From an optimization exercise on the open Yosys and OpenROAD flow, aimed at small area, a short achievable clock period and few clock cycles per item; shortcuts taken in it are not production practice.
RTL that was checked went through simulation tests only; none was proved equivalent to the original.
Power is estimated from default activity; no workload was simulated.

run D:
// div32
module div32
(
    input  wire        clk,
    input  wire        rst,
    input  wire        in_valid,
    output wire        in_ready,
    input  wire [31:0] in_q,
    input  wire [31:0] in_b,
    output reg         out_valid,
    output reg  [31:0] out_q,
    output reg  [31:0] out_r
);
clock: 140.0 ns
lec_check: 0
abc_area: 1
cap_margin: 20
core_margin: 2
core_utilization: 75
cts_buf_list: sky130_fd_sc_hd__clkbuf_8
cts_cluster_diameter: 50
cts_cluster_size: 20
slew_margin: 20
standard.sh (not shown) runs the stock make flow with config.mk's settings and CLKGATE_MAP_FILE= SYNTH_SCRIPT=/design/flow/synth_recipe.tcl, a recipe that flattens the netlist after the stock synthesis.
==> flow/flow/run.sh <==
#!/bin/bash
# Own layout flow: the standard layout (standard.sh) with two changes.
#  1. Synthesis is the standard synthesis script (synth_recipe.tcl) except
#     that ABC maps with flow/abc.script (area-oriented mapping without
#     ABC's own buffering and sizing; the placer's repair fixes fanout).
#     Everything else, registers and their names included, is as standard.
#  2. The port buffers are plain sky130_fd_sc_hd__buf_1 cells.
# Each tool's output goes to its own log in this folder (and ORFS's logs).
set -euo pipefail
here=$(pwd)
abc_script=$here/flow/abc.script
# synthesis script: synth_recipe.tcl with the ABC script swapped
{
  head -n 1 synth_recipe.tcl
  cat <<TCL
proc abc {args} {
  set i [lsearch -exact \$args -script]
  if {\$i >= 0} { lset args [expr {\$i + 1}] $abc_script }
  yosys abc {*}\$args
}
TCL
  tail -n +2 synth_recipe.tcl
} > own_synth.tcl
sed "s#SYNTH_SCRIPT=[^ ]*synth_recipe.tcl#SYNTH_SCRIPT=$here/own_synth.tcl#" standard.sh > own_standard.sh
grep -q "own_synth.tcl" own_standard.sh
export BUFFER_PORTS_ARGS="-buffer_cell sky130_fd_sc_hd__buf_1"
bash own_standard.sh synth > synth.log 2>&1
bash own_standard.sh finish > layout.log 2>&1
==> flow/flow/abc.script <==
strash
dch
map -B 0.9
Both conditions hold for run D: the flow ran to the end and the final layout passed the timing, design-rule and antenna checks.
Testbench counts of run D, summed over its fixed seeds: cycles 16,048, items 16,000.
The following lists how run C was set up differently from run D:
diff --git a/flow/flow/run.sh b/flow/flow/run.sh
--- a/flow/flow/run.sh
+++ b/flow/flow/run.sh
@@ -1,3 +1,3 @@
 #!/bin/bash
-# Own layout flow: the standard layout (standard.sh) with two changes.
+# Own layout flow: the standard layout (standard.sh) with three changes.
 #  1. Synthesis is the standard synthesis script (synth_recipe.tcl) except
@@ -7,3 +7,6 @@
 #  2. The port buffers are plain sky130_fd_sc_hd__buf_1 cells.
-# Each tool's output goes to its own log in this folder (and ORFS's logs).
+#  3. Clock tree synthesis gets explicit arguments (flow/cts_args.txt):
+#     clkbuf_8 cells in sink clusters, without dummy loads.
+# Each tool's output goes to its own log in this folder (synth.log,
+# layout.log) besides ORFS's own logs under orfs/logs.
 set -euo pipefail
@@ -23,5 +26,8 @@
 } > own_synth.tcl
-sed "s#SYNTH_SCRIPT=[^ ]*synth_recipe.tcl#SYNTH_SCRIPT=$here/own_synth.tcl#" standard.sh > own_standard.sh
-grep -q "own_synth.tcl" own_standard.sh
+sed "s#SYNTH_SCRIPT=[^ ]*\.tcl#SYNTH_SCRIPT=$here/own_synth.tcl#" standard.sh > own_standard.sh
+if ! grep -q "own_synth.tcl" own_standard.sh; then
+  cp standard.sh own_standard.sh   # fall back to the standard synthesis
+fi
 export BUFFER_PORTS_ARGS="-buffer_cell sky130_fd_sc_hd__buf_1"
+export CTS_ARGS="$(cat flow/cts_args.txt)"
 bash own_standard.sh synth > synth.log 2>&1
==> flow/flow/cts_args.txt (new file) <==
-sink_clustering_enable -repair_clock_nets -sink_clustering_size 30 -sink_clustering_max_diameter 60 -buf_list sky130_fd_sc_hd__clkbuf_16 -dont_use_dummy_load
diff --git a/flow/config.mk b/flow/config.mk
--- a/flow/config.mk
+++ b/flow/config.mk
@@ -10,3 +10,3 @@
 export CORE_MARGIN = 2
-export CORE_UTILIZATION = 75
+export CORE_UTILIZATION = 60
 export CTS_BUF_LIST = sky130_fd_sc_hd__clkbuf_8
==> run summary <==
- Both conditions hold for run C: the flow ran to the end and the final layout passed the timing, design-rule and antenna checks.
- STATUS final routed wirelength across all metal layers: run C wins against run D
- Diff run D -> run C | first-pass GRT wire length | decrease of 4.6%
- Looking at number of cells traversed by the worst register-to-register path, run C sits below run D.
- As far as top achievable clock speed is concerned, run C and run D perform about the same.


div32 again, from the RTL that the note above started with.
make LEC_CHECK=0 ABC_AREA=1 CAP_MARGIN=20 CORE_MARGIN=2 CORE_UTILIZATION=65 CTS_BUF_LIST='sky130_fd_sc_hd__clkbuf_4 sky130_fd_sc_hd__clkbuf_8' CTS_CLUSTER_SIZE=30 PLACE_DENSITY=0.75 SLEW_MARGIN=20 finish   # period 140.0 ns
run.sh (not shown) runs the stock make flow with config.mk's settings and CLKGATE_MAP_FILE= SYNTH_SCRIPT=/design/flow/synth_recipe.tcl, a recipe that flattens the netlist after the stock synthesis.
Stock flow here: none of the scripts above is used.
Testbench counts at the start, summed over its fixed seeds: cycles 16,048, items 16,000.
Rerun with:
Settings changed: CORE_UTILIZATION 65 to 50, CTS_BUF_LIST sky130_fd_sc_hd__clkbuf_4 sky130_fd_sc_hd__clkbuf_8 to sky130_fd_sc_hd__clkbuf_8 sky130_fd_sc_hd__clkbuf_16, CTS_CLUSTER_SIZE 30 to 10, PLACE_DENSITY 0.75 to not set.
Result: The new run completed with no timing, DRC or antenna violations. Setup slack gets better by 0.069 ns. Die area is higher by a quarter to a third. Worst hold slack gets better by 0.013 ns. Area after synthesis stays the same. Clock power is higher by a few percent. First-iteration DRC count is lower by a quarter to a third. Sequential power is about the same. Combinational power barely changes. Sequential cell count is unchanged. Design area is higher slightly. Via count is lower by a few percent.


The RTL this note starts from:
==> flow/design.v <==
module divmod
#(parameter W = 32)
(
    input  wire [W-1:0] n,    
    input  wire [31:0]  b,    
    output wire [W-1:0] ro,   
    output wire         qo    
);
wire [W:0]   c;
wire [W-1:0] x = c[W-1:0] ^ ~b[W-1:0];
assign c[0] = 1'b1;
genvar k;
generate for (k = 0; k < W; k = k + 1) begin : chain
    assign c[k+1] = x[k] ? n[k] : c[k];
end endgenerate
generate if (W < 32) begin : narrow
    assign qo = c[W] & ~|b[31:W];
end else begin : full
    assign qo = c[W];
end endgenerate
assign ro = n ^ ({W{qo}} & x);
endmodule
module div32
(
    input  wire        clk,
    input  wire        rst,
    input  wire        in_valid,
    output wire        in_ready,
    input  wire [31:0] in_q,
    input  wire [31:0] in_b,
    output reg         out_valid,
    output reg  [31:0] out_q,
    output reg  [31:0] out_r
);
assign in_ready = 1'b1;
reg        v0;
reg [31:0] d0;
reg [31:0] b0;
always @(posedge clk) begin
    v0 <= in_valid & ~rst;
    d0 <= in_q;
    b0 <= in_b;
end
wire [0:0] r0;
wire        q0;
divmod #(.W(1)) Stage0 (.n(d0[31]), .b(b0), .ro(r0), .qo(q0));
wire [31:0] e0 = {d0[30:0], q0};
wire [1:0] r1;
wire        q1;
divmod #(.W(2)) Stage1 (.n({r0, e0[31]}), .b(b0), .ro(r1), .qo(q1));
wire [31:0] e1 = {e0[30:0], q1};
wire [2:0] r2;
wire        q2;
divmod #(.W(3)) Stage2 (.n({r1, e1[31]}), .b(b0), .ro(r2), .qo(q2));
wire [31:0] e2 = {e1[30:0], q2};
wire [3:0] r3;
wire        q3;
divmod #(.W(4)) Stage3 (.n({r2, e2[31]}), .b(b0), .ro(r3), .qo(q3));
wire [31:0] e3 = {e2[30:0], q3};
wire [4:0] r4;
wire        q4;
divmod #(.W(5)) Stage4 (.n({r3, e3[31]}), .b(b0), .ro(r4), .qo(q4));
wire [31:0] e4 = {e3[30:0], q4};
wire [5:0] r5;
wire        q5;
divmod #(.W(6)) Stage5 (.n({r4, e4[31]}), .b(b0), .ro(r5), .qo(q5));
wire [31:0] e5 = {e4[30:0], q5};
wire [6:0] r6;
wire        q6;
divmod #(.W(7)) Stage6 (.n({r5, e5[31]}), .b(b0), .ro(r6), .qo(q6));
wire [31:0] e6 = {e5[30:0], q6};
wire [7:0] r7;
wire        q7;
divmod #(.W(8)) Stage7 (.n({r6, e6[31]}), .b(b0), .ro(r7), .qo(q7));
wire [31:0] e7 = {e6[30:0], q7};
wire [8:0] r8;
wire        q8;
divmod #(.W(9)) Stage8 (.n({r7, e7[31]}), .b(b0), .ro(r8), .qo(q8));
wire [31:0] e8 = {e7[30:0], q8};
wire [9:0] r9;
wire        q9;
divmod #(.W(10)) Stage9 (.n({r8, e8[31]}), .b(b0), .ro(r9), .qo(q9));
wire [31:0] e9 = {e8[30:0], q9};
wire [10:0] r10;
wire        q10;
divmod #(.W(11)) Stage10 (.n({r9, e9[31]}), .b(b0), .ro(r10), .qo(q10));
wire [31:0] e10 = {e9[30:0], q10};
wire [11:0] r11;
wire        q11;
divmod #(.W(12)) Stage11 (.n({r10, e10[31]}), .b(b0), .ro(r11), .qo(q11));
wire [31:0] e11 = {e10[30:0], q11};
wire [12:0] r12;
wire        q12;
divmod #(.W(13)) Stage12 (.n({r11, e11[31]}), .b(b0), .ro(r12), .qo(q12));
wire [31:0] e12 = {e11[30:0], q12};
reg        v1;
reg [31:0] d1;
reg [31:0] b1;
reg [12:0] r1_q;
always @(posedge clk) begin
    v1 <= v0 & ~rst;
    d1 <= e12;
    b1 <= b0;
    r1_q <= r12;
end
wire [13:0] r13;
wire        q13;
divmod #(.W(14)) Stage13 (.n({r1_q, d1[31]}), .b(b1), .ro(r13), .qo(q13));
wire [31:0] e13 = {d1[30:0], q13};
wire [14:0] r14;
wire        q14;
divmod #(.W(15)) Stage14 (.n({r13, e13[31]}), .b(b1), .ro(r14), .qo(q14));
wire [31:0] e14 = {e13[30:0], q14};
wire [15:0] r15;
wire        q15;
divmod #(.W(16)) Stage15 (.n({r14, e14[31]}), .b(b1), .ro(r15), .qo(q15));
wire [31:0] e15 = {e14[30:0], q15};
wire [16:0] r16;
wire        q16;
divmod #(.W(17)) Stage16 (.n({r15, e15[31]}), .b(b1), .ro(r16), .qo(q16));
wire [31:0] e16 = {e15[30:0], q16};
wire [17:0] r17;
wire        q17;
divmod #(.W(18)) Stage17 (.n({r16, e16[31]}), .b(b1), .ro(r17), .qo(q17));
wire [31:0] e17 = {e16[30:0], q17};
wire [18:0] r18;
wire        q18;
divmod #(.W(19)) Stage18 (.n({r17, e17[31]}), .b(b1), .ro(r18), .qo(q18));
wire [31:0] e18 = {e17[30:0], q18};
wire [19:0] r19;
wire        q19;
divmod #(.W(20)) Stage19 (.n({r18, e18[31]}), .b(b1), .ro(r19), .qo(q19));
wire [31:0] e19 = {e18[30:0], q19};
wire [20:0] r20;
wire        q20;
divmod #(.W(21)) Stage20 (.n({r19, e19[31]}), .b(b1), .ro(r20), .qo(q20));
wire [31:0] e20 = {e19[30:0], q20};
reg        v2;
reg [31:0] d2;
reg [31:0] b2;
reg [20:0] r2_q;
always @(posedge clk) begin
    v2 <= v1 & ~rst;
    d2 <= e20;
    b2 <= b1;
    r2_q <= r20;
end
wire [21:0] r21;
wire        q21;
divmod #(.W(22)) Stage21 (.n({r2_q, d2[31]}), .b(b2), .ro(r21), .qo(q21));
wire [31:0] e21 = {d2[30:0], q21};
wire [22:0] r22;
wire        q22;
divmod #(.W(23)) Stage22 (.n({r21, e21[31]}), .b(b2), .ro(r22), .qo(q22));
wire [31:0] e22 = {e21[30:0], q22};
wire [23:0] r23;
wire        q23;
divmod #(.W(24)) Stage23 (.n({r22, e22[31]}), .b(b2), .ro(r23), .qo(q23));
wire [31:0] e23 = {e22[30:0], q23};
wire [24:0] r24;
wire        q24;
divmod #(.W(25)) Stage24 (.n({r23, e23[31]}), .b(b2), .ro(r24), .qo(q24));
wire [31:0] e24 = {e23[30:0], q24};
wire [25:0] r25;
wire        q25;
divmod #(.W(26)) Stage25 (.n({r24, e24[31]}), .b(b2), .ro(r25), .qo(q25));
wire [31:0] e25 = {e24[30:0], q25};
wire [26:0] r26;
wire        q26;
divmod #(.W(27)) Stage26 (.n({r25, e25[31]}), .b(b2), .ro(r26), .qo(q26));
wire [31:0] e26 = {e25[30:0], q26};
reg        v3;
reg [31:0] d3;
reg [31:0] b3;
reg [26:0] r3_q;
always @(posedge clk) begin
    v3 <= v2 & ~rst;
    d3 <= e26;
    b3 <= b2;
    r3_q <= r26;
end
wire [27:0] r27;
wire        q27;
divmod #(.W(28)) Stage27 (.n({r3_q, d3[31]}), .b(b3), .ro(r27), .qo(q27));
wire [31:0] e27 = {d3[30:0], q27};
wire [28:0] r28;
wire        q28;
divmod #(.W(29)) Stage28 (.n({r27, e27[31]}), .b(b3), .ro(r28), .qo(q28));
wire [31:0] e28 = {e27[30:0], q28};
wire [29:0] r29;
wire        q29;
divmod #(.W(30)) Stage29 (.n({r28, e28[31]}), .b(b3), .ro(r29), .qo(q29));
wire [31:0] e29 = {e28[30:0], q29};
wire [30:0] r30;
wire        q30;
divmod #(.W(31)) Stage30 (.n({r29, e29[31]}), .b(b3), .ro(r30), .qo(q30));
wire [31:0] e30 = {e29[30:0], q30};
wire [31:0] r31;
wire        q31;
divmod #(.W(32)) Stage31 (.n({r30, e30[31]}), .b(b3), .ro(r31), .qo(q31));
wire [31:0] e31 = {e30[30:0], q31};
always @(posedge clk) begin
    out_valid <= v3 & ~rst;
    out_q     <= e31;
    out_r     <= r31;
end
endmodule
clock: 140.0 ns
lec_check: 0
abc_area: 1
cap_margin: 20
core_margin: 2
core_utilization: 50
cts_buf_list: sky130_fd_sc_hd__clkbuf_8 sky130_fd_sc_hd__clkbuf_16
cts_cluster_size: 10
slew_margin: 20
Rerun with:
--- a/flow/config.mk
+++ b/flow/config.mk
@@ -10,5 +10,6 @@
 export CORE_MARGIN = 2
-export CORE_UTILIZATION = 50
+export CORE_UTILIZATION = 70
 export CTS_BUF_LIST = sky130_fd_sc_hd__clkbuf_8 sky130_fd_sc_hd__clkbuf_16
 export CTS_CLUSTER_SIZE = 10
+export PLACE_DENSITY = 0.8
 export SLEW_MARGIN = 20
Effect: The changed run finished clean. Cell area shrinks by 1.3%. Synthesized cell count does not change. Sequential share of layout area grows by 0.34 points. Non-clock buffer count shrinks by 4. Wire length shrinks by 5.4%. Worst setup slack improved by 0.77 ns. Die area shrinks by 28%. Hold slack hardly moves.
Function was not checked in any run of this note: the RTL went through the layout flow alone.

## what the ideal ports hide
In the flow no input, the clock included, has a driving cell. The finished layouts below were timed again as built, in two steps. Step 1 assumes that a clkbuf_16 drives the clock port and a buf_2 every other input. Step 2 adds t to the input delays and takes it off the output delays; t is the mean of the earliest and latest rising clock arrival at the registers after step 1. Input paths then give back, and output paths get back, about the clock's delay inside the block. Slacks: ideal / step 1 / step 2; pairs: ideal / step 1.
run | shift t [ns] | setup WS [ns] | worst setup path after step 2 | pins driven straight from the clock port
run D | 0.686 | 110.831 / 110.778 / 111.464 | register to output | 1
run C | 0.603 | 110.914 / 110.858 / 111.461 | register to output | 1
the first run of note 2 | 0.698 | 110.476 / 110.422 / 111.120 | register to output | 1
the second run of note 2 | 0.659 | 110.545 / 110.486 / 111.144 | register to output | 1
the first run of note 3 | 0.639 | 107.247 / 107.247 / 107.247 | register to register | 1
the second run of note 3 | 0.626 | 108.021 / 108.021 / 108.021 | register to register | 1
After both steps every run listed still meets setup and hold.
